This is an optimization exercise on Yosys and OpenROAD, whose aim is small area, a short achievable clock period and few clock cycles, not a production implementation. RTL that was checked went through simulation tests only; none was proved equivalent to the original. No functional check of the RTL was part of runs 1, 3 and 4. Power and IR drop assume default switching activity.

--- design/flow/design.v ---
module CPU(clk, rst, data_out, data_in, address, memwt, reg0);
input clk;
input rst;
input [15:0] data_in;
output [15:0] data_out;
output [11:0] address;
output [15:0] reg0;
output memwt;
reg [15:0] regbank [7:0];
reg [11:0] addr;       
reg [11:0] pc;         
reg        zeroflag;
reg [15:0] opa;        
reg [15:0] opb;        
reg ex_alu, ex_ldi, ex_ld, ex_st, ex_mem;
reg [2:0] ex_rd;
reg s_sum, s_and, s_or, s_xor, s_inv;
assign memwt = ex_st;
assign data_out = opa;
assign address = addr;
assign reg0 = regbank[0];
wire [15:0] g = opa & opb;
wire [15:0] p = opa ^ opb;
wire [15:0] o = opa | opb;
wire [15:0] g1, p1, g2, p2, g3, p3, g4;
genvar i;
generate
    for (i = 0; i < 16; i = i + 1) begin : pfx
        if (i & 1) begin
            assign g1[i] = g[i] | (p[i] & g[i - 1]);
            assign p1[i] = p[i] & p[i - 1];
        end else begin
            assign g1[i] = g[i];
            assign p1[i] = p[i];
        end
        if (i & 2) begin
            assign g2[i] = g1[i] | (p1[i] & g1[(i & ~3) + 1]);
            assign p2[i] = p1[i] & p1[(i & ~3) + 1];
        end else begin
            assign g2[i] = g1[i];
            assign p2[i] = p1[i];
        end
        if (i & 4) begin
            assign g3[i] = g2[i] | (p2[i] & g2[(i & ~7) + 3]);
            assign p3[i] = p2[i] & p2[(i & ~7) + 3];
        end else begin
            assign g3[i] = g2[i];
            assign p3[i] = p2[i];
        end
        if (i & 8)
            assign g4[i] = g3[i] | (p3[i] & g3[7]);
        else
            assign g4[i] = g3[i];
    end
endgenerate
wire [15:0] carry = {g4[14:0], 1'b0};     
wire [15:0] sum = (p ^ {16{s_inv}}) ^ carry;
wire [15:0] result = ({16{s_sum}} & sum) | ({16{s_and}} & g) |
                     ({16{s_or}} & o) | ({16{s_xor}} & p);
wire z_add = ~|(p ^ {o[14:0], 1'b0});
wire z_sum = s_inv ? &p : z_add;
wire z_next = (s_sum & z_sum) | (s_and & ~|g) | (s_or & ~|o) | (s_xor & ~|p) |
              ~(s_sum | s_and | s_or | s_xor);
wire [3:0] op = data_in[15:12];
wire [2:0] f = data_in[11:9];
wire [2:0] u = data_in[8:6];
wire [2:0] sa = data_in[8:6];
wire [2:0] sb = data_in[5:3];
wire fetch = ~ex_mem;
wire [11:0] seq = addr + 12'd1;
wire [15:0] rb_bank = regbank[sb];
wire [15:0] ra = (ex_alu && ex_rd == sa) ? result : regbank[sa];
wire [15:0] rb = (ex_alu && ex_rd == sb) ? result : rb_bank;
wire is_alu = (op == 4'h7);
wire un = is_alu & (f == 3'h7);                  
wire sub = is_alu & (f == 3'h1);
wire zf_now = ex_alu ? z_next : zeroflag;
wire ldst = (op == 4'h2) | (op == 4'h3);
wire hazard = ex_alu & (ex_rd == sb);
wire take = (op == 4'h5) | ((op == 4'h4) & zf_now);
wire [11:0] jx = seq;
wire [11:0] jy = data_in[11:0];
wire [11:0] jg = jx & jy;
wire [11:0] jp = jx ^ jy;
wire [11:0] jg1, jp1, jg2, jp2, jg3, jp3, jg4;
generate
    for (i = 0; i < 12; i = i + 1) begin : jpfx
        if (i & 1) begin
            assign jg1[i] = jg[i] | (jp[i] & jg[i - 1]);
            assign jp1[i] = jp[i] & jp[i - 1];
        end else begin
            assign jg1[i] = jg[i];
            assign jp1[i] = jp[i];
        end
        if (i & 2) begin
            assign jg2[i] = jg1[i] | (jp1[i] & jg1[(i & ~3) + 1]);
            assign jp2[i] = jp1[i] & jp1[(i & ~3) + 1];
        end else begin
            assign jg2[i] = jg1[i];
            assign jp2[i] = jp1[i];
        end
        if (i & 4) begin
            assign jg3[i] = jg2[i] | (jp2[i] & jg2[(i & ~7) + 3]);
            assign jp3[i] = jp2[i] & jp2[(i & ~7) + 3];
        end else begin
            assign jg3[i] = jg2[i];
            assign jp3[i] = jp2[i];
        end
        if (i & 8)
            assign jg4[i] = jg3[i] | (jp3[i] & jg3[7]);
        else
            assign jg4[i] = jg3[i];
    end
endgenerate
wire [11:0] target = jp ^ {jg4[10:0], 1'b0};
wire n_rb   = ~rst & fetch & ldst & ~hazard;
wire n_hold = ~rst & fetch & ldst & hazard;
wire n_jmp  = ~rst & fetch & ~ldst & take;
wire n_seq  = ~rst & ((fetch & ~ldst & ~take) | ex_ldi);
wire n_pc   = ~rst & ~fetch & ~ex_ldi;
wire [11:0] addr_next = ({12{n_rb}} & rb_bank[11:0]) | ({12{n_hold}} & addr) |
                        ({12{n_jmp}} & target) | ({12{n_seq}} & seq) |
                        ({12{n_pc}} & pc);
always @(posedge clk) begin
    opa <= un ? {{15{u == 3'h3}}, (u == 3'h2) | (u == 3'h3)} : ra ^ {16{sub}};
    opb <= rb;
    s_inv <= (f == 3'h1) | ((f == 3'h7) & (u == 3'h1));
    s_sum <= (f == 3'h0) | (f == 3'h1) | (un & ~u[2]);
    s_and <= (f == 3'h2);
    s_or  <= (f == 3'h3);
    s_xor <= (f == 3'h4);
    ex_rd <= data_in[2:0];
    if (ex_alu)
        regbank[ex_rd] <= result;
    else if (ex_ldi | ex_ld)
        regbank[ex_rd] <= data_in;
    if (fetch)
        pc <= seq;
    addr <= addr_next;
    if (rst) begin
        zeroflag <= 1'b0;
        {ex_alu, ex_ldi, ex_ld, ex_st, ex_mem} <= 5'b0;
    end else begin
        zeroflag <= zf_now;
        if (fetch & ldst & hazard) begin
            {ex_alu, ex_ldi, ex_ld, ex_st, ex_mem} <= 5'b0;
        end else if (fetch) begin
            ex_alu <= is_alu;
            ex_ldi <= (op == 4'h1);
            ex_ld  <= (op == 4'h2);
            ex_st  <= (op == 4'h3);
            ex_mem <= (op == 4'h1) | ldst;
        end else begin
            {ex_alu, ex_ldi, ex_ld, ex_st, ex_mem} <= 5'b0;
        end
    end
end
endmodule
--- design/flow/flow/run.sh ---
#!/bin/bash
# The standard layout (the standard.sh), except that the port buffers are
# plain buf_1 cells: the default choice is a delay cell, slower and larger.
set -euo pipefail
bash standard.sh "BUFFER_PORTS_ARGS=-buffer_cell sky130_fd_sc_hd__buf_1" finish > standard.log 2>&1
--- design/flow/standard.sh ---
#!/bin/bash
# synth_recipe.tcl (not shown) runs the flow's synth.tcl, then flattens the netlist and writes it again
# the make line also repeats each setting of config.mk as NAME=value (left out here)
make -C /OpenROAD-flow-scripts/flow DESIGN_CONFIG=/design/flow/config.mk WORK_HOME=/design/flow/orfs CLKGATE_MAP_FILE= SYNTH_SCRIPT=/design/flow/synth_recipe.tcl "${@:-finish}"
--- design/flow/config.mk ---
export PLATFORM = sky130hd
export DESIGN_NAME = CPU
export DESIGN_NICKNAME = CPU
export VERILOG_FILES = /design/flow/design.v
export SDC_FILE = /design/flow/constraint.sdc
export NUM_CORES = 4
export LEC_CHECK = 0
export ABC_CLOCK_PERIOD_IN_PS = 3000
export CAP_MARGIN = 20
export CORE_MARGIN = 2
export CORE_UTILIZATION = 50
export CTS_BUF_LIST = sky130_fd_sc_hd__clkbuf_8
export CTS_CLUSTER_DIAMETER = 100
export CTS_CLUSTER_SIZE = 24
export SETUP_SLACK_MARGIN = 5.0
export SLEW_MARGIN = 20
export TNS_END_PERCENT = 0
--- design/flow/constraint.sdc ---
create_clock -name core_clock -period 8.0 [get_ports {clk}]
set_input_delay 1.6000 -clock core_clock [delete_from_list [all_inputs] [get_ports {clk}]]
set_output_delay 1.6000 -clock core_clock [all_outputs]
set_load 0.01 [all_outputs]
==> impl_metrics.xml, run 1 <==
<?xml version="1.0" encoding="UTF-8"?>
<metrics>
  <group name="synthesis">
    <metric name="syn-cell-area" unit="mm²">0.01135</metric>
    <metric name="yosys-top-cells-area" unit="">edfxtp_1, mux4_2, dfxtp_1</metric>
    <metric name="yosys.cell_count.top_type" unit="">edfxtp_1</metric>
    <metric name="synth_sequential_area_ratio" unit="%">47.25</metric>
    <metric name="synth_enable_flop_cells" unit="">140</metric>
    <metric name="synth_async_sr_flop_share" unit="%">0</metric>
    <metric name="ys_types" unit="">72</metric>
    <metric name="synth_seq_cells" unit="">198</metric>
    <metric name="synth.yosys.warnings" unit="">1</metric>
    <metric name="syn_area_per_cell" unit="µm²">11.66</metric>
    <metric name="synth_fp_nets" unit="">1039</metric>
    <metric name="synth_ff_type" unit="">edfxtp_1</metric>
    <metric name="postSynthCellCount" unit="">974</metric>
    <metric name="post-synth-top-area-cell" unit="">edfxtp_1</metric>
    <metric name="synth.cells.most_frequent" unit="">edfxtp_1, nand2_1, mux4_2</metric>
    <metric name="synth.top_cell.area_share" unit="%">37.02</metric>
  </group>
  <group name="detailed_routing">
    <metric name="detail_route.vias_per_cell" unit="">6.320</metric>
    <metric name="drt-total-wl" unit="mm">32.17</metric>
    <metric name="detailroute.via_count" unit="">8342</metric>
    <metric name="post-route-drc-count" unit="">0</metric>
    <metric name="detailedRoute.firstIterationViolations" unit="">883</metric>
    <metric name="drt_pass1_iterations" unit="">5</metric>
    <metric name="post_drt_wl_per_cell" unit="µm">24.37</metric>
    <metric name="ant_nets" unit="">0</metric>
  </group>
  <group name="die">
    <metric name="die_w" unit="µm">154.7</metric>
    <metric name="core" unit="mm²">0.02243</metric>
    <metric name="io-pin-count" unit="">63</metric>
    <metric name="die_height" unit="µm">154.7</metric>
    <metric name="initial_utilization" unit="%">50.61</metric>
    <metric name="die-area" unit="mm²">0.02393</metric>
    <metric name="std_cell_rows" unit="">55</metric>
  </group>
  <group name="cts">
    <metric name="clockBufferDepth" unit="">2</metric>
    <metric name="cts_tree" unit="">built</metric>
    <metric name="worst_setup_hold_path_clk_slew" unit="ps">120</metric>
    <metric name="sink_count_of_the_clock_tree" unit="">198</metric>
    <metric name="worst_skew_pair.late_latency" unit="ps">480</metric>
    <metric name="cts_inserted_buffers" unit="">17</metric>
    <metric name="cts_hold_repair.buffers" unit="">0</metric>
    <metric name="clock-root-buffer" unit="">clkbuf_8</metric>
    <metric name="clock_h_tree_levels" unit="">4</metric>
  </group>
  <group name="power">
    <metric name="combinational_power_share" unit="%">23.1</metric>
    <metric name="power.share.switching" unit="%">31.95</metric>
    <metric name="power_switching" unit="µW">755.5</metric>
    <metric name="power_frac_clock" unit="%">26.1</metric>
    <metric name="power_leakage" unit="nW">4.624</metric>
    <metric name="power.sequential.fraction" unit="%">50.8</metric>
    <metric name="power.density_cell_area" unit="mW/mm²">187.8</metric>
    <metric name="maximum_vdd_drop" unit="mV">0.1085</metric>
    <metric name="internal-power" unit="mW">1.610</metric>
  </group>
  <group name="final_layout">
    <metric name="final_non_filler_cells" unit="">1320</metric>
    <metric name="share_of_final_layout_standard_cells_stronger_than_drive_strength_1" unit="%">18.07</metric>
    <metric name="antenna_cells" unit="">0</metric>
    <metric name="nets" unit="">1087</metric>
    <metric name="fillerInstances" unit="">1891</metric>
    <metric name="layout-area-overhead-vs-synth" unit="%">10.92</metric>
    <metric name="finish.instance_area" unit="mm²">0.01259</metric>
  </group>
  <group name="timing">
    <metric name="fmax" unit="MHz">299.6</metric>
    <metric name="setup_violations" unit="">0</metric>
    <metric name="hold_viol_final" unit="">0</metric>
    <metric name="worst-slew-pin-transition" unit="ps">1046</metric>
    <metric name="rsz0062_at_grt" unit="">true</metric>
    <metric name="maxSlewHeadroom" unit="%">30.26</metric>
    <metric name="setup_tns" unit="ps">0</metric>
    <metric name="drv_slew" unit="">0</metric>
    <metric name="finalCriticalPeriod" unit="ps">3337</metric>
    <metric name="period_share" unit="%">41.72</metric>
    <metric name="finClkSkew" unit="ps">21.17</metric>
  </group>
  <group name="critical_path">
    <metric name="worst_endpoint_required_time" unit="ps">8350</metric>
    <metric name="worst_path_class_setup" unit="">in -&gt; reg</metric>
    <metric name="end_kind" unit="">flop</metric>
    <metric name="critical_path.max_fanout" unit="">22</metric>
    <metric name="crit_arrival" unit="ps">3690</metric>
    <metric name="crit_path_start_kind" unit="">primary input</metric>
  </group>
  <group name="grt">
    <metric name="grt_start_max_net_pins" unit="">38</metric>
    <metric name="grt_first_pass_wirelength" unit="mm">49.05</metric>
    <metric name="grt_use_total" unit="%">27.43</metric>
    <metric name="first_global_vias" unit="">7990</metric>
    <metric name="globalRoute.totalOverflow" unit="">0</metric>
    <metric name="number_of_antenna_violations_at_the_first_check_in_global_routing" unit="">0</metric>
  </group>
  <group name="place">
    <metric name="place.gp.congestion" unit="">0.9279</metric>
    <metric name="place_area" unit="mm²">0.01184</metric>
    <metric name="hpwl" unit="mm">22.59</metric>
    <metric name="dp.cells" unit="">1273</metric>
    <metric name="portBuffers" unit="">62</metric>
  </group>
  <group name="outcome">
    <metric name="outcome" unit="">finished clean</metric>
  </group>
  <group name="run">
    <metric name="maxCapViolations" unit="">0</metric>
  </group>
  <group name="worst_hold_path">
    <metric name="hp-class" unit="">reg -&gt; reg</metric>
  </group>
</metrics>
layout by cell type (no fill, tap or decap), drive strengths merged, types with 33 or more instances in the layout:
cell type | Yosys | layout
xnor2 | 36 | 36
inv | 52 | 60
a21oi | 54 | 54
edfxtp | 140 | 140
mux4 | 64 | 64
ha | 43 | 43
nor2 | 50 | 50
buf | 31 | 91
dfxtp | 58 | 58
o21ai | 62 | 62
nand2 | 81 | 81
xor2 | 33 | 33
flip-flops by register name, summed over array words and instances, names as in the netlist:
name	flops
s_and	1
ex_mem	1
ex_ldi	1
ex_alu	1
pc	12
opb	16
opa	16
s_inv	1
regbank	128
zeroflag	1
ex_rd	3
ex_st	1
s_sum	1
addr	12
s_or	1
ex_ld	1
s_xor	1
path summary, 6_finish.rpt:
| kind | startpoint | endpoint | slack, ps | depth (start not counted) |
|---|---|---|---|---|
| worst min-delay path | ex_mem | ex_alu | 500 | 1 |
| worst max-delay path | data_in[4] | addr[4] | 4660 | 9 |
| worst max register to register | opa[7] | regbank[0][13] | 4750 | 10 |
| worst min register to register | ex_mem | ex_alu | 500 | 1 |
critical path, cell delays in order:
cell and delay [ps]:
clkbuf_8 140, buf_12 130, buf_12 130, xnor2_1 130
and4_1 390, buf_4 330, a211oi_2 380, o21ai_0 160
a221o_1 280
per-layer routing:
metal	global-route usage, %	vias up	wire length, µm
li1	-	3760	-
met1	39.29	4164	14050
met2	44.45	365	15190
met3	3.811	53	2188
met4	7.055	0	738
met5	0	-	0
through the flow:
step / hold WS, ps / utilization (%) / power, mW / worst slack [ps]
5_1_grt: 529.9 / 56.14 / 2.472 / 4583
2_1_floorplan: 443.6 / - / 1.593 / 4374
3_3_place_gp: 465.0 / 52.77 / 1.731 / 3390
4_1_cts: 494.3 / 56.12 / 2.367 / 4696
6_report: 497.3 / 56.14 / 2.365 / 4663
3_5_place_dp: 472.7 / 52.77 / 1.736 / 3335
cell type report:
type	instances	area [µm²]	area share, %
Clock inverter	15	132.6	1.053
Sequential cell	198	5365	42.60
Tap cell	285	356.6	2.831
Clock buffer	17	234.0	1.858
Multi-Input combinational cell	655	5619	44.62
Timing Repair Buffer	98	691.9	5.494
Inverter	52	195.2	1.550
power groups by stage:
stage	clock network [mW]	registers [mW]	logic, mW
global placement	0	1.22	0.507
global route	0.672	1.21	0.593
detailed placement	0	1.22	0.511
floorplan	0	1.22	0.375
CTS	0.627	1.20	0.538
finish	0.617	1.20	0.545
cells by family (layout without fill, tap and decap cells):
group,Yosys count,in the layout,share of synthesized area (%)
xor+xnor,69,69,5.388
buf+inv,121,182,4.716
mux,80,80,14.13
flops,198,198,47.25
compound gates,214,214,12.44
simple gates,245,245,10.63
fa+ha+maj,47,47,5.444
repair_timing:
action,4_1_cts,5_1_grt
setup buffers,13,0
setup endpoints to repair,135,139
pin swaps,8,0
cloned,2,0
gates resized for setup,42,1
==> inputs of run 2 (changes only) <==
--- a/design/flow/design.v
+++ b/design/flow/design.v
@@ -123,8 +123,8 @@
                         ({12{n_pc}} & pc);
 always @(posedge clk) begin
     opa <= un ? {{15{u == 3'h3}}, (u == 3'h2) | (u == 3'h3)} : ra ^ {16{sub}};
-    opb <= rb;
-    s_inv <= (f == 3'h1) | ((f == 3'h7) & (u == 3'h1));
+    opb <= rb ^ {16{un & (u == 3'h1)}};
+    s_inv <= (f == 3'h1);
     s_sum <= (f == 3'h0) | (f == 3'h1) | (un & ~u[2]);
     s_and <= (f == 3'h2);
     s_or  <= (f == 3'h3);
--- a/design/flow/config.mk
+++ b/design/flow/config.mk
@@ -8,10 +8,9 @@
 export ABC_CLOCK_PERIOD_IN_PS = 3000
 export CAP_MARGIN = 20
 export CORE_MARGIN = 2
-export CORE_UTILIZATION = 50
+export CORE_UTILIZATION = 40
 export CTS_BUF_LIST = sky130_fd_sc_hd__clkbuf_8
 export CTS_CLUSTER_DIAMETER = 100
-export CTS_CLUSTER_SIZE = 24
+export CTS_CLUSTER_SIZE = 30
 export SETUP_SLACK_MARGIN = 5.0
 export SLEW_MARGIN = 20
-export TNS_END_PERCENT = 0
==> impl_metrics.xml, run 2 <==
<?xml version="1.0" encoding="UTF-8"?>
<metrics>
  <group name="synthesis">
    <metric name="synth.yosys.warnings" unit="">1</metric>
    <metric name="synth_ff_type" unit="">edfxtp_1</metric>
    <metric name="synth_simple_gate_area_share" unit="%">11.60</metric>
    <metric name="yosys-top-cells-area" unit="">edfxtp_1, mux4_2, dfxtp_1</metric>
    <metric name="synth_seq_cells" unit="">198</metric>
    <metric name="syn_area_per_cell" unit="µm²">11.54</metric>
    <metric name="postSynthCellCount" unit="">993</metric>
    <metric name="synth.top_cell.area_share" unit="%">36.68</metric>
    <metric name="synth_fp_nets" unit="">1058</metric>
    <metric name="synth_fa_ha_area_share" unit="%">5.392</metric>
    <metric name="synth_top_family_by_area" unit="">multiplexers</metric>
    <metric name="ys_types" unit="">74</metric>
    <metric name="synth.cells.most_frequent" unit="">edfxtp_1, nand2_1, mux4_2</metric>
    <metric name="synth.mux.area_fraction" unit="%">14.62</metric>
    <metric name="synth_async_sr_flop_share" unit="%">0</metric>
    <metric name="syn-cell-area" unit="mm²">0.01146</metric>
    <metric name="synth_sequential_area_ratio" unit="%">46.81</metric>
    <metric name="synth_compound_gate_area_share" unit="%">10.89</metric>
    <metric name="synth_xor_xnor_area_share" unit="%">6.342</metric>
    <metric name="yosys.cell_count.top_type" unit="">edfxtp_1</metric>
    <metric name="synth_enable_flop_cells" unit="">140</metric>
    <metric name="post-synth-top-area-cell" unit="">edfxtp_1</metric>
  </group>
  <group name="place">
    <metric name="portBuffers" unit="">62</metric>
    <metric name="hpwl" unit="mm">22.94</metric>
    <metric name="place_ws" unit="ps">3509</metric>
    <metric name="place.gp.congestion" unit="">0.8863</metric>
  </group>
  <group name="final_layout">
    <metric name="max_flop_register" unit="">regbank</metric>
    <metric name="antenna_cells" unit="">0</metric>
    <metric name="largest_register_ffs" unit="">128</metric>
    <metric name="share_of_final_layout_standard_cells_stronger_than_drive_strength_1" unit="%">26.47</metric>
    <metric name="layout.cells.most_common_list" unit="">edfxtp_1, nand2_1, mux4_2, buf_4, nor2_1</metric>
    <metric name="layout-area-overhead-vs-synth" unit="%">19.39</metric>
    <metric name="final_common_cell" unit="">edfxtp_1</metric>
    <metric name="multiInputGateArea" unit="mm²">0.006198</metric>
    <metric name="nets" unit="">1140</metric>
    <metric name="largestRegisters" unit="">regbank: 128 flops, opa: 16 flops, opb: 16 flops</metric>
    <metric name="ff_latch_area" unit="mm²">0.005381</metric>
    <metric name="fillerInstances" unit="">2472</metric>
    <metric name="final_util" unit="%">48.85</metric>
  </group>
  <group name="detailed_routing">
    <metric name="detail_route.vias_per_cell" unit="">5.993</metric>
    <metric name="detailedRoute.firstIterationViolations" unit="">1253</metric>
    <metric name="post_drt_wl_per_cell" unit="µm">23.90</metric>
    <metric name="ant_nets" unit="">0</metric>
    <metric name="post-route-drc-count" unit="">0</metric>
    <metric name="detailroute.via_count" unit="">8786</metric>
    <metric name="drt_pass1_iterations" unit="">5</metric>
    <metric name="drt-total-wl" unit="mm">35.04</metric>
  </group>
  <group name="outcome">
    <metric name="outcome" unit="">finished clean</metric>
  </group>
  <group name="cts">
    <metric name="clock-root-buffer" unit="">clkbuf_8</metric>
    <metric name="cts_inserted_buffers" unit="">17</metric>
    <metric name="clockBufferDepth" unit="">2</metric>
    <metric name="cts_hold_repair.buffers" unit="">0</metric>
    <metric name="worst_setup_hold_path_clk_slew" unit="ps">110</metric>
    <metric name="clock_h_tree_levels" unit="">4</metric>
    <metric name="cts_tree" unit="">built</metric>
    <metric name="worst_skew_pair.late_latency" unit="ps">480</metric>
    <metric name="sink_count_of_the_clock_tree" unit="">198</metric>
  </group>
  <group name="timing">
    <metric name="final.setup.worst_slack" unit="ps">5005</metric>
    <metric name="drv_slew" unit="">0</metric>
    <metric name="period_share" unit="%">37.44</metric>
    <metric name="finalCriticalPeriod" unit="ps">2995</metric>
    <metric name="rsz0062_at_grt" unit="">true</metric>
    <metric name="fmax" unit="MHz">333.8</metric>
    <metric name="setup_tns" unit="ps">0</metric>
    <metric name="maxSlewHeadroom" unit="%">30.96</metric>
    <metric name="worst-slew-pin-transition" unit="ps">1030</metric>
    <metric name="finClkSkew" unit="ps">24.80</metric>
    <metric name="setup_violations" unit="">0</metric>
    <metric name="hold_viol_final" unit="">0</metric>
    <metric name="hold-worst-slack" unit="ps">490.7</metric>
  </group>
  <group name="die">
    <metric name="core" unit="mm²">0.02801</metric>
    <metric name="io-pin-count" unit="">63</metric>
    <metric name="die_height" unit="µm">173.3</metric>
    <metric name="die-area" unit="mm²">0.03003</metric>
    <metric name="die_w" unit="µm">173.3</metric>
    <metric name="std_cell_rows" unit="">61</metric>
    <metric name="initial_utilization" unit="%">40.92</metric>
  </group>
  <group name="critical_path">
    <metric name="critical_path.max_fanout" unit="">19</metric>
    <metric name="crit_path_start_kind" unit="">primary input</metric>
    <metric name="crit_arrival" unit="ps">3360</metric>
    <metric name="longest_individual_stage_delay_on_the_worst_path" unit="ps">490</metric>
    <metric name="critical-path-slowest-cell" unit="">inv_2</metric>
    <metric name="cells_along_the_critical_path" unit="">buf_1, buf_4, inv_2, mux2i_4, a21oi_1, a31oi_1, mux2i_1, nand2_1</metric>
    <metric name="critPathTopFamily" unit="">buffers and inverters</metric>
    <metric name="worst_endpoint_required_time" unit="ps">8360</metric>
    <metric name="worst_path_class_setup" unit="">in -&gt; reg</metric>
    <metric name="end_kind" unit="">flop</metric>
    <metric name="critical_path.n_buffers_inverters" unit="">3</metric>
  </group>
  <group name="grt">
    <metric name="grt_start_max_net_pins" unit="">41</metric>
    <metric name="grt_first_pass_wirelength" unit="mm">51.33</metric>
    <metric name="globalRoute.totalOverflow" unit="">0</metric>
    <metric name="grt_use_total" unit="%">22.61</metric>
    <metric name="number_of_antenna_violations_at_the_first_check_in_global_routing" unit="">0</metric>
    <metric name="first_global_vias" unit="">8376</metric>
  </group>
  <group name="power">
    <metric name="power_leakage" unit="nW">4.972</metric>
    <metric name="power.density_cell_area" unit="mW/mm²">181.4</metric>
    <metric name="maximum_vdd_drop" unit="mV">0.08608</metric>
  </group>
  <group name="worst_hold_path">
    <metric name="hp-class" unit="">reg -&gt; reg</metric>
  </group>
  <group name="run">
    <metric name="maxCapViolations" unit="">0</metric>
  </group>
</metrics>
==> run 2: cell count changes after synthesis, moves of 5 or more <==
cell / change
a21oi_1: -10
and3_1: -8
clkbuf_1: +9
mux2i_1: +6
nand3_1: +8
nor2_1: +9
o21a_1: -5
o21ai_0: -7
xnor2_1: +5
xor2_1: +10
==> run 2: logic make-up after synthesis <==
kind of cell,after synthesis
DFF,198
adders and majority gates,47
buffers and inverters,122
AOI/OAI and AO/OA,187
muxes,87
xor gates and xnor gates,83
and+or+nand+nor,269
==> run 2: through the flow <==
| step | cell area, µm² | power [mW] | std cells |
|---|---|---|---|
| floorplan | 11750 | 1.596 | 993 |
| global placement | 12200 | 1.734 | 1384 |
| detailed placement | 12200 | 1.740 | 1384 |
| CTS | 13130 | 2.435 | 1434 |
| global route | 13680 | 2.577 | 1466 |
| finish | 13680 | 2.483 | 1466 |
==> run 2: worst reg2reg max path, stage by stage, from the launching register on <==
cell,delay (ps)
dfxtp_2,380
inv_1,50
ha_2,350
and4_4,240
and2_0,150
a22o_1,230
o41a_1,430
and2_0,160
o31a_1,330
nor3_2,220
a21oi_4,140
==> run 2: area by class of cell <==
class | instances | share of cell area [%]
multi-input combinational | 674 | 45.30
sequential | 198 | 39.33
timing repair buffer | 131 | 7.452
tap | 378 | 3.456
clock buffer | 17 | 1.710
inverter | 53 | 1.454
clock inverter | 15 | 1.307
==> run 2: routing by layer <==
| layer | GRT usage [%] | wire length, µm | vias up | share of wire (%) |
|---|---|---|---|---|
| met3 | 3.553 | 2714 | 51 | 7.7 |
| met4 | 7.627 | 787 | 0 | 2.2 |
| met1 | 31.71 | 14840 | 4405 | 42 |
| li1 | - | - | 3902 | - |
| met5 | 0 | 0 | - | 0 |
| met2 | 35.95 | 16700 | 428 | 48 |
==> run 2: worst paths after layout <==
path / slack [ps] / end / depth (start not counted) / start
max: 5000 / opa[15] / 8 / data_in[8]
max reg2reg: 5060 / regbank[6][14] / 10 / opa[5]
min: 490 / addr[1] / 2 / pc[1]
min reg2reg: 490 / addr[1] / 2 / pc[1]
==> run 2: report_power, final <==
| part | total, mW | internal (mW) | leakage, nW | switching, mW |
|---|---|---|---|---|
| clock | 0.665 | 0.265 | 0.204 | 0.400 |
| combinational | 0.610 | 0.248 | 2.98 | 0.362 |
| sequential | 1.21 | 1.17 | 1.79 | 0.0378 |
| total | 2.48 | 1.68 | 4.97 | 0.800 |
==> run 2: repair_timing <==
action                     4_1_cts  5_1_grt
setup endpoints to repair      121       68
pin swaps                       14       12
resized for setup               78       51
setup buffers                   14       27
gates cloned                     4        5
Testbench counts of run 2, summed over its fixed seeds: cycles 36,768.
==> inputs of run 3 (changes only) <==
--- a/design/flow/design.v
+++ b/design/flow/design.v
@@ -123,8 +123,8 @@
                         ({12{n_pc}} & pc);
 always @(posedge clk) begin
     opa <= un ? {{15{u == 3'h3}}, (u == 3'h2) | (u == 3'h3)} : ra ^ {16{sub}};
-    opb <= rb ^ {16{un & (u == 3'h1)}};
-    s_inv <= (f == 3'h1);
+    opb <= rb;
+    s_inv <= (f == 3'h1) | ((f == 3'h7) & (u == 3'h1));
     s_sum <= (f == 3'h0) | (f == 3'h1) | (un & ~u[2]);
     s_and <= (f == 3'h2);
     s_or  <= (f == 3'h3);
==> design/flow/flow/run.sh (replaced) <==
#!/bin/bash
# The standard layout (the standard.sh), except that the port buffers are
# plain buf_1 cells (the default choice is a delay cell, slower and larger)
# and clock tree synthesis adds no dummy loads to balance its buffers.
set -euo pipefail
bash standard.sh "BUFFER_PORTS_ARGS=-buffer_cell sky130_fd_sc_hd__buf_1" \
  "CTS_ARGS=-sink_clustering_enable -repair_clock_nets -dont_use_dummy_load -buf_list sky130_fd_sc_hd__clkbuf_8 -sink_clustering_size 24 -sink_clustering_max_diameter 100" \
  finish > standard.log 2>&1
--- a/design/flow/config.mk
+++ b/design/flow/config.mk
@@ -8,9 +8,9 @@
 export ABC_CLOCK_PERIOD_IN_PS = 3000
 export CAP_MARGIN = 20
 export CORE_MARGIN = 2
-export CORE_UTILIZATION = 40
+export CORE_UTILIZATION = 50
 export CTS_BUF_LIST = sky130_fd_sc_hd__clkbuf_8
 export CTS_CLUSTER_DIAMETER = 100
-export CTS_CLUSTER_SIZE = 30
+export CTS_CLUSTER_SIZE = 24
 export SETUP_SLACK_MARGIN = 5.0
 export SLEW_MARGIN = 20
==> impl_metrics.xml, run 3 <==
<?xml version="1.0" encoding="UTF-8"?>
<metrics>
  <group name="outcome">
    <metric name="outcome" unit="">finished clean</metric>
  </group>
  <group name="detailed_routing">
    <metric name="detail_route.vias_per_cell" unit="">6.362</metric>
    <metric name="drt-total-wl" unit="mm">33.61</metric>
    <metric name="detailedRoute.firstIterationViolations" unit="">1019</metric>
    <metric name="drt-met1-wl" unit="mm">13.87</metric>
    <metric name="highest_layer" unit="">met4</metric>
    <metric name="detailroute.via_count" unit="">8487</metric>
    <metric name="dr_wl_met2" unit="mm">16.27</metric>
    <metric name="drt_pass1_iterations" unit="">5</metric>
    <metric name="routed-wl-met3" unit="mm">2.748</metric>
    <metric name="ant_nets" unit="">0</metric>
    <metric name="post_drt_wl_per_cell" unit="µm">25.20</metric>
    <metric name="post-route-drc-count" unit="">0</metric>
  </group>
  <group name="cts">
    <metric name="clockBufferDepth" unit="">2</metric>
    <metric name="worst_skew_pair.late_latency" unit="ps">460</metric>
    <metric name="clock-root-buffer" unit="">clkbuf_8</metric>
    <metric name="clock_h_tree_levels" unit="">4</metric>
    <metric name="cts_inserted_buffers" unit="">17</metric>
    <metric name="worst_setup_hold_path_clk_slew" unit="ps">110</metric>
    <metric name="sink_count_of_the_clock_tree" unit="">198</metric>
    <metric name="cts_tree" unit="">built</metric>
    <metric name="cts_hold_repair.buffers" unit="">0</metric>
  </group>
  <group name="run">
    <metric name="maxCapViolations" unit="">0</metric>
  </group>
  <group name="die">
    <metric name="core" unit="mm²">0.02243</metric>
    <metric name="io-pin-count" unit="">63</metric>
    <metric name="initial_utilization" unit="%">50.61</metric>
    <metric name="std_cell_rows" unit="">55</metric>
    <metric name="die_height" unit="µm">154.7</metric>
    <metric name="die-area" unit="mm²">0.02393</metric>
    <metric name="die_w" unit="µm">154.7</metric>
  </group>
  <group name="critical_path">
    <metric name="r2r_end" unit="">addr[9]</metric>
    <metric name="worst-r2r-cell-count" unit="">11</metric>
    <metric name="cp-endpoint" unit="">addr[9]</metric>
    <metric name="launch_instance_of_the_worst_register_to_register_path" unit="">addr[0]</metric>
    <metric name="worst_path_class_setup" unit="">in -&gt; reg</metric>
    <metric name="critical_path.n_buffers_inverters" unit="">2</metric>
    <metric name="longest_individual_stage_delay_on_the_worst_path" unit="ps">400</metric>
    <metric name="critPathTopFamily" unit="">adder cells</metric>
    <metric name="cells_along_the_critical_path" unit="">buf_8, ha_4, inv_2, fa_2, nor2b_4, o31ai_4, a211oi_2, a21oi_2, fa_1, xnor2_1, a221o_1</metric>
    <metric name="critical-path-slowest-cell" unit="">fa_1</metric>
    <metric name="end_kind" unit="">flop</metric>
    <metric name="crit_path_start_kind" unit="">primary input</metric>
    <metric name="crit_arrival" unit="ps">3710</metric>
    <metric name="worst_endpoint_required_time" unit="ps">8360</metric>
    <metric name="reg2reg_setup_slack" unit="ps">4960</metric>
    <metric name="critical_path.max_fanout" unit="">3</metric>
    <metric name="cp-startpoint" unit="">data_in[0]</metric>
    <metric name="timing.critical_path.depth" unit="">11</metric>
  </group>
  <group name="grt">
    <metric name="grt_use_total" unit="%">27.18</metric>
    <metric name="first_global_vias" unit="">7958</metric>
    <metric name="globalRoute.totalOverflow" unit="">0</metric>
    <metric name="grt_start_max_net_pins" unit="">38</metric>
    <metric name="number_of_antenna_violations_at_the_first_check_in_global_routing" unit="">0</metric>
    <metric name="grt_first_pass_wirelength" unit="mm">48.45</metric>
  </group>
  <group name="synthesis">
    <metric name="synth_fp_nets" unit="">1039</metric>
    <metric name="synth_ff_type" unit="">edfxtp_1</metric>
    <metric name="synth.top_cell.area_share" unit="%">37.02</metric>
    <metric name="synth_async_sr_flop_share" unit="%">0</metric>
    <metric name="synth_sequential_area_ratio" unit="%">47.25</metric>
    <metric name="synth_seq_cells" unit="">198</metric>
    <metric name="synth.yosys.warnings" unit="">1</metric>
    <metric name="syn_area_per_cell" unit="µm²">11.66</metric>
    <metric name="ys_types" unit="">72</metric>
    <metric name="postSynthCellCount" unit="">974</metric>
    <metric name="synth.cells.most_frequent" unit="">edfxtp_1, nand2_1, mux4_2</metric>
    <metric name="synth_enable_flop_cells" unit="">140</metric>
    <metric name="yosys-top-cells-area" unit="">edfxtp_1, mux4_2, dfxtp_1</metric>
    <metric name="yosys.cell_count.top_type" unit="">edfxtp_1</metric>
    <metric name="syn-cell-area" unit="mm²">0.01135</metric>
    <metric name="post-synth-top-area-cell" unit="">edfxtp_1</metric>
  </group>
  <group name="final_layout">
    <metric name="final_common_cell" unit="">edfxtp_1</metric>
    <metric name="antenna_cells" unit="">0</metric>
    <metric name="largest_register_ffs" unit="">128</metric>
    <metric name="largestRegisters" unit="">regbank: 128 flops, opa: 16 flops, opb: 16 flops</metric>
    <metric name="nets" unit="">1116</metric>
    <metric name="layout.cells.most_common_list" unit="">edfxtp_1, nand2_1, mux4_2, dfxtp_1, buf_1</metric>
    <metric name="fillerInstances" unit="">1832</metric>
    <metric name="max_flop_register" unit="">regbank</metric>
    <metric name="share_of_final_layout_standard_cells_stronger_than_drive_strength_1" unit="%">24.31</metric>
    <metric name="layout-area-overhead-vs-synth" unit="%">16.39</metric>
  </group>
  <group name="timing">
    <metric name="fmax" unit="MHz">298.6</metric>
    <metric name="worst-slew-pin-transition" unit="ps">1131</metric>
    <metric name="setup_violations" unit="">0</metric>
    <metric name="drv_slew" unit="">0</metric>
    <metric name="finClkSkew" unit="ps">39.85</metric>
    <metric name="setup_tns" unit="ps">0</metric>
    <metric name="rsz0062_at_grt" unit="">true</metric>
    <metric name="period_share" unit="%">41.86</metric>
    <metric name="hold_viol_final" unit="">0</metric>
    <metric name="finalCriticalPeriod" unit="ps">3349</metric>
    <metric name="hold-worst-slack" unit="ps">489.8</metric>
    <metric name="maxSlewHeadroom" unit="%">24.63</metric>
  </group>
  <group name="power">
    <metric name="power.density_cell_area" unit="mW/mm²">174.4</metric>
    <metric name="maximum_vdd_drop" unit="mV">0.09788</metric>
    <metric name="power_leakage" unit="nW">4.843</metric>
  </group>
  <group name="worst_hold_path">
    <metric name="hp-class" unit="">reg -&gt; reg</metric>
  </group>
  <group name="place">
    <metric name="place.gp.congestion" unit="">0.9334</metric>
    <metric name="portBuffers" unit="">62</metric>
    <metric name="hpwl" unit="mm">21.97</metric>
  </group>
</metrics>
[run 3: cell count changes after synthesis, sizes merged, moves of 5 or more]
cell	change
a21oi	+12
a221o	+6
and3	+8
buf	+7
clkbuf	-7
mux2i	-6
nand3	-8
nor2	-9
o21a	+5
o21ai	+11
xor2	-10
[run 3: worst reg2reg max path, cell delays in order (launching register included)]
cell and delay [ps]:
dfxtp_1 450, ha_1 240, nand3_1 100, xnor2_1 420, ha_1 200, o21a_1 170
o31ai_4 120, a211oi_2 310, a21oi_2 100, fa_1 400, xnor2_1 150, a221o_1 290
[run 3: cell families after synthesis]
group / count (synthesis) / synth area share [%]
and+or+nand+nor: 245 / 10.63
xor gates and xnor gates: 69 / 5.388
buffers and inverters: 121 / 4.716
muxes: 80 / 14.13
AOI/OAI and AO/OA: 214 / 12.44
adders and majority gates: 47 / 5.444
DFF: 198 / 47.25
[run 3: routing by layer]
layer,global-route usage (%),vias to the layer above
met3,4.763,57
met1,37.96,4205
met4,8.686,0
met2,43.62,424
li1,-,3801
met5,0,-
[run 3: per-stage QoR]
stage                     util, %  setup WS [ps]  std cells  power (mW)  area, µm²
after global routing        58.91           4636       1334       2.405      13220
after global placement      53.11           3565       1274       1.734      11910
final                       58.91           4651       1334       2.305      13220
after CTS                   56.72           4726       1313       2.263      12720
after floorplan                 -           4374        974       1.604      11590
after detailed placement    53.11           3506       1274       1.739      11910
[run 3: report_power, final]
part,switching [mW],internal (mW)
logic,0.355,0.250
clock network,0.307,0.189
registers,0.0361,1.17
total,0.698,1.61
[run 3: area by class of cell]
cell class | count | area [µm²] | share of cell area [%]
multi-input combinational | 655 | 5987 | 45.30
sequential | 198 | 5368 | 40.62
timing repair buffer | 127 | 1072 | 8.114
tap | 285 | 356.6 | 2.698
clock buffer | 17 | 234.0 | 1.770
inverter | 52 | 197.7 | 1.496
[run 3: repair_timing]
action / in CTS / in global routing
endpoints found under the setup margin: 101 / 116
gates cloned: 3 / 5
resized for setup: 70 / 58
buffers inserted: 19 / 16
pin swaps: 11 / 17
[run 3: worst min path at each step]
stage | end | cells after the start | slack (ps) | start
floorplan | ex_alu | 1 | 440 | ex_mem
CTS | zeroflag | 1 | 490 | zeroflag
global placement | zeroflag | 1 | 460 | zeroflag
global route | zeroflag | 1 | 510 | zeroflag
finish | zeroflag | 1 | 490 | zeroflag
detailed placement | zeroflag | 1 | 470 | zeroflag
==> inputs of run 4 (changes only) <==
--- a/design/flow/design.v
+++ b/design/flow/design.v
@@ -54,9 +54,17 @@
     end
 endgenerate
 wire [15:0] carry = {g4[14:0], 1'b0};     
-wire [15:0] sum = (p ^ {16{s_inv}}) ^ carry;
-wire [15:0] result = ({16{s_sum}} & sum) | ({16{s_and}} & g) |
-                     ({16{s_or}} & o) | ({16{s_xor}} & p);
+wire s_zero = ~(s_sum | s_and | s_or | s_xor);
+function [15:0] res_x;
+    input en, m;
+    begin
+        res_x = ({16{en & s_sum}} & ((p ^ {16{s_inv ^ m}}) ^ carry)) |
+                ({16{en & s_and}} & (g ^ {16{m}})) |
+                ({16{en & s_or}} & (o ^ {16{m}})) |
+                ({16{en & s_xor}} & (p ^ {16{m}})) |
+                {16{en & s_zero & m}};
+    end
+endfunction
 wire z_add = ~|(p ^ {o[14:0], 1'b0});
 wire z_sum = s_inv ? &p : z_add;
 wire z_next = (s_sum & z_sum) | (s_and & ~|g) | (s_or & ~|o) | (s_xor & ~|p) |
@@ -69,8 +77,9 @@
 wire fetch = ~ex_mem;
 wire [11:0] seq = addr + 12'd1;
 wire [15:0] rb_bank = regbank[sb];
-wire [15:0] ra = (ex_alu && ex_rd == sa) ? result : regbank[sa];
-wire [15:0] rb = (ex_alu && ex_rd == sb) ? result : rb_bank;
+wire [15:0] ra_bank = regbank[sa];
+wire fwd_a = ex_alu && ex_rd == sa;
+wire fwd_b = ex_alu && ex_rd == sb;
 wire is_alu = (op == 4'h7);
 wire un = is_alu & (f == 3'h7);                  
 wire sub = is_alu & (f == 3'h1);
@@ -122,18 +131,18 @@
                         ({12{n_jmp}} & target) | ({12{n_seq}} & seq) |
                         ({12{n_pc}} & pc);
 always @(posedge clk) begin
-    opa <= un ? {{15{u == 3'h3}}, (u == 3'h2) | (u == 3'h3)} : ra ^ {16{sub}};
-    opb <= rb;
-    s_inv <= (f == 3'h1) | ((f == 3'h7) & (u == 3'h1));
+    opa <= un ? {{15{u == 3'h3}}, (u == 3'h2) | (u == 3'h3)} :
+          res_x(fwd_a, sub) | ({16{~fwd_a}} & (ra_bank ^ {16{sub}}));
+    opb <= res_x(fwd_b, un & (u == 3'h1)) |
+          ({16{~fwd_b}} & (rb_bank ^ {16{un & (u == 3'h1)}}));
+    s_inv <= (f == 3'h1);
     s_sum <= (f == 3'h0) | (f == 3'h1) | (un & ~u[2]);
     s_and <= (f == 3'h2);
     s_or  <= (f == 3'h3);
     s_xor <= (f == 3'h4);
     ex_rd <= data_in[2:0];
-    if (ex_alu)
-        regbank[ex_rd] <= result;
-    else if (ex_ldi | ex_ld)
-        regbank[ex_rd] <= data_in;
+    if (ex_alu | ex_ldi | ex_ld)
+        regbank[ex_rd] <= res_x(ex_alu, 1'b0) | ({16{~ex_alu}} & data_in);
     if (fetch)
         pc <= seq;
     addr <= addr_next;
==> design/flow/run.sh (new file) <==
#!/bin/bash
# synth_recipe.tcl (not shown) runs the flow's synth.tcl, then flattens the netlist and writes it again
# the make line also repeats each setting of config.mk as NAME=value (left out here)
make -C /OpenROAD-flow-scripts/flow DESIGN_CONFIG=/design/flow/config.mk WORK_HOME=/design/flow/orfs CLKGATE_MAP_FILE= SYNTH_SCRIPT=/design/flow/synth_recipe.tcl finish
--- a/design/flow/config.mk
+++ b/design/flow/config.mk
@@ -11,6 +11,6 @@
 export CORE_UTILIZATION = 50
 export CTS_BUF_LIST = sky130_fd_sc_hd__clkbuf_8
 export CTS_CLUSTER_DIAMETER = 100
-export CTS_CLUSTER_SIZE = 24
+export CTS_CLUSTER_SIZE = 30
 export SETUP_SLACK_MARGIN = 5.0
 export SLEW_MARGIN = 20
removed: design/flow/flow/run.sh
removed: design/flow/standard.sh
==> impl_metrics.xml, run 4 <==
<?xml version="1.0" encoding="UTF-8"?>
<metrics>
  <group name="outcome">
    <metric name="outcome" unit="">finished clean</metric>
  </group>
  <group name="die">
    <metric name="std_cell_rows" unit="">58</metric>
    <metric name="io-pin-count" unit="">63</metric>
    <metric name="die_height" unit="µm">164.1</metric>
    <metric name="core" unit="mm²">0.02518</metric>
    <metric name="die-area" unit="mm²">0.02694</metric>
    <metric name="initial_utilization" unit="%">50.91</metric>
    <metric name="die_w" unit="µm">164.1</metric>
  </group>
  <group name="timing">
    <metric name="setup_tns" unit="ps">0</metric>
    <metric name="maxSlewHeadroom" unit="%">40.85</metric>
    <metric name="drv_slew" unit="">0</metric>
    <metric name="finalCriticalPeriod" unit="ps">3295</metric>
    <metric name="period_share" unit="%">41.18</metric>
    <metric name="worst-slew-pin-transition" unit="ps">882.5</metric>
    <metric name="hold_viol_final" unit="">0</metric>
    <metric name="fmax" unit="MHz">303.5</metric>
    <metric name="final.setup.worst_slack" unit="ps">4705</metric>
    <metric name="finClkSkew" unit="ps">24.93</metric>
    <metric name="hold-worst-slack" unit="ps">566.7</metric>
    <metric name="setup_violations" unit="">0</metric>
    <metric name="rsz0062_at_grt" unit="">true</metric>
  </group>
  <group name="critical_path">
    <metric name="crit_arrival" unit="ps">3680</metric>
    <metric name="critical_path.max_fanout" unit="">2</metric>
    <metric name="crit_path_start_kind" unit="">primary input</metric>
    <metric name="end_kind" unit="">flop</metric>
    <metric name="critical-path-slowest-cell" unit="">fa_2</metric>
    <metric name="cp-startpoint" unit="">data_in[0]</metric>
    <metric name="cells_along_the_critical_path" unit="">buf_8, ha_4, inv_4, fa_2, nor2b_2, o2111ai_2, nand3_2, o41ai_4, buf_4, fa_1, xnor2_1, a221o_1</metric>
    <metric name="worst_endpoint_required_time" unit="ps">8390</metric>
    <metric name="longest_individual_stage_delay_on_the_worst_path" unit="ps">380</metric>
    <metric name="launch_instance_of_the_worst_register_to_register_path" unit="">addr[0]</metric>
    <metric name="worst-r2r-cell-count" unit="">11</metric>
    <metric name="worst_path_class_setup" unit="">in -&gt; reg</metric>
  </group>
  <group name="run">
    <metric name="maxCapViolations" unit="">0</metric>
  </group>
  <group name="synthesis">
    <metric name="post-synth-top-area-cell" unit="">edfxtp_1</metric>
    <metric name="syn_area_per_cell" unit="µm²">10.54</metric>
    <metric name="syn-cell-area" unit="mm²">0.01282</metric>
    <metric name="synth.yosys.warnings" unit="">1</metric>
    <metric name="postSynthCellCount" unit="">1216</metric>
    <metric name="synth_seq_cells" unit="">198</metric>
    <metric name="synth_async_sr_flop_share" unit="%">0</metric>
    <metric name="yosys.cell_count.top_type" unit="">edfxtp_1</metric>
    <metric name="yosys-top-cells-area" unit="">edfxtp_1, mux4_2, dfxtp_1</metric>
    <metric name="synth_fp_nets" unit="">1281</metric>
    <metric name="synth.cells.most_frequent" unit="">edfxtp_1, nand2_1, xnor2_1</metric>
    <metric name="synth_enable_flop_cells" unit="">140</metric>
    <metric name="ys_types" unit="">69</metric>
    <metric name="synth_ff_type" unit="">edfxtp_1</metric>
    <metric name="synth.top_cell.area_share" unit="%">32.79</metric>
    <metric name="synth_sequential_area_ratio" unit="%">41.85</metric>
  </group>
  <group name="place">
    <metric name="hpwl" unit="mm">28.59</metric>
    <metric name="place_ws" unit="ps">3102</metric>
    <metric name="portBuffers" unit="">62</metric>
    <metric name="place.gp.congestion" unit="">0.9927</metric>
    <metric name="place_area" unit="mm²">0.01391</metric>
  </group>
  <group name="final_layout">
    <metric name="finish.instance_area" unit="mm²">0.01715</metric>
    <metric name="share_of_final_layout_standard_cells_stronger_than_drive_strength_1" unit="%">33.67</metric>
    <metric name="largestRegisters" unit="">regbank: 128 flops, opa: 16 flops, opb: 16 flops</metric>
    <metric name="layout-area-overhead-vs-synth" unit="%">33.78</metric>
    <metric name="nets" unit="">1422</metric>
    <metric name="layout.cells.most_common_list" unit="">edfxtp_1, buf_4, nand2_1, nor2_1, xnor2_1</metric>
    <metric name="antenna_cells" unit="">0</metric>
    <metric name="fillerInstances" unit="">1868</metric>
    <metric name="final_util" unit="%">68.11</metric>
    <metric name="max_flop_register" unit="">regbank</metric>
    <metric name="largest_register_ffs" unit="">128</metric>
    <metric name="final_common_cell" unit="">edfxtp_1</metric>
  </group>
  <group name="grt">
    <metric name="first_global_vias" unit="">10680</metric>
    <metric name="grt_first_pass_wirelength" unit="mm">69.14</metric>
    <metric name="grt_use_total" unit="%">35.52</metric>
    <metric name="grt_start_max_net_pins" unit="">34</metric>
    <metric name="number_of_antenna_violations_at_the_first_check_in_global_routing" unit="">0</metric>
    <metric name="globalRoute.totalOverflow" unit="">0</metric>
  </group>
  <group name="cts">
    <metric name="clock-root-buffer" unit="">clkbuf_8</metric>
    <metric name="cts_tree" unit="">built</metric>
    <metric name="worst_skew_pair.late_latency" unit="ps">490</metric>
    <metric name="worst_setup_hold_path_clk_slew" unit="ps">120</metric>
    <metric name="cts_inserted_buffers" unit="">17</metric>
    <metric name="sink_count_of_the_clock_tree" unit="">198</metric>
    <metric name="clock_h_tree_levels" unit="">4</metric>
    <metric name="clockBufferDepth" unit="">2</metric>
  </group>
  <group name="detailed_routing">
    <metric name="detailroute.via_count" unit="">11450</metric>
    <metric name="post_drt_wl_per_cell" unit="µm">28.62</metric>
    <metric name="drt_pass1_iterations" unit="">11</metric>
    <metric name="ant_nets" unit="">0</metric>
    <metric name="post-route-drc-count" unit="">0</metric>
    <metric name="detail_route.vias_per_cell" unit="">6.742</metric>
    <metric name="drt-total-wl" unit="mm">48.63</metric>
    <metric name="detailedRoute.firstIterationViolations" unit="">1676</metric>
  </group>
  <group name="power">
    <metric name="maximum_vdd_drop" unit="mV">0.1064</metric>
    <metric name="power.density_cell_area" unit="mW/mm²">158.8</metric>
    <metric name="power_leakage" unit="nW">6.304</metric>
  </group>
  <group name="worst_hold_path">
    <metric name="hp-class" unit="">reg -&gt; reg</metric>
    <metric name="worst_hold_path_stage_count" unit="">3</metric>
    <metric name="worst_hold_startpoint" unit="">pc[4]</metric>
  </group>
</metrics>
run 4: cell count changes after synthesis, moves of 18 or more:
cell      previous run  this run
clkbuf_1            36        58
nand2_1             81        99
a21oi_1             51        72
xnor2_1             35        86
nor2_1              50        85
mux2i_1             14        32
run 4: logic make-up (layout without fill, tap and decap cells):
family          Yosys count  count (layout)  synth area share (%)
compound gates          292             292                 15.24
xor+xnor                122             122                 8.334
fa+ha+maj                47              47                 4.821
buf+inv                 161             314                 5.045
flops                   198             198                 41.85
mux                      97              97                 13.83
simple gates            299             299                 10.88
run 4: worst paths after layout:
check                   to  slack [ps]
setup reg to reg  addr[11]        4960
setup / recovery   addr[9]        4710
hold reg to reg    addr[4]         570
hold / removal     addr[4]         570
run 4: final cells by class:
type                    count  area, µm²  share of cell area [%]
clock inverters            14      177.7                   1.036
inverters                  65      246.5                   1.437
well taps                 330      412.9                   2.407
clock buffers              17      234.0                   1.364
flip-flops and latches    198       5391                   31.43
multi-input cells         857       8162                   47.59
repair buffers            218       2527                   14.74
run 4: worst max-delay path: cells and delay by family:
family | cells | cell delay [ps]
fa+ha+maj | 3 | 880
compound gates | 3 | 500
simple gates | 2 | 280
xor+xnor | 1 | 140
buf+inv | 3 | 270
run 4: layer usage:
layer / track usage, % / up-vias / share of wire [%]
met4: 18.26 / 0 / 6.4
met1: 48.40 / 5573 / 38
met2: 54.53 / 817 / 44
li1: - / 4865 / -
met5: 0 / - / 0
met3: 6.364 / 199 / 11
run 4: report_power, final:
part           switching [mW]  total [mW]  internal, mW
Clock                   0.432       0.701         0.268
Combinational           0.483       0.856         0.373
Sequential             0.0291        1.17          1.14
run 4: stage by stage:
stage          power, mW  cells
2_1_floorplan      1.656   1216
3_3_place_gp       1.839   1541
3_5_place_dp       1.840   1541
4_1_cts            2.636   1650
5_1_grt            2.811   1699
6_report           2.723   1699
run 4: repair_timing:
action	4_1_cts	5_1_grt
hold buffers	0	0
pin swaps	40	53
gates cloned	12	4
gates resized for setup	287	131
buffers inserted	66	45
endpoints found under the setup margin	194	124

==> separate check: timing with driven ports <==
No port has a modelled driver above. Below, the same layouts with a new extraction and two added sets of constraints.
Step 1 (the two cells are an assumption about what drives the block):
set clk [get_ports {clk}]
set_driving_cell -lib_cell sky130_fd_sc_hd__clkbuf_16 $clk
set_driving_cell -lib_cell sky130_fd_sc_hd__buf_2 [delete_from_list [all_inputs] $clk]
Step 2 times the ports against the registers' clock, not the clock port: input delays grow and output delays shrink by t, the midpoint of the rising clock arrivals with the driver on.
Three values: ideal ports, drivers, drivers and shift; two values: the first two.
run	t (ns)	setup slack, ns	worst setup path after step 2	worst register clock-pin slew, ns
run 1	0.511	4.663 / 4.645 / 4.134	input to register	0.12 / 0.12
run 2	0.514	5.005 / 5.031 / 4.517	input to register	0.12 / 0.12
run 3	0.488	4.651 / 4.637 / 4.149	input to register	0.11 / 0.11
run 4	0.526	4.705 / 4.702 / 4.176	input to register	0.13 / 0.13
After both steps setup and hold are still met in every run listed.
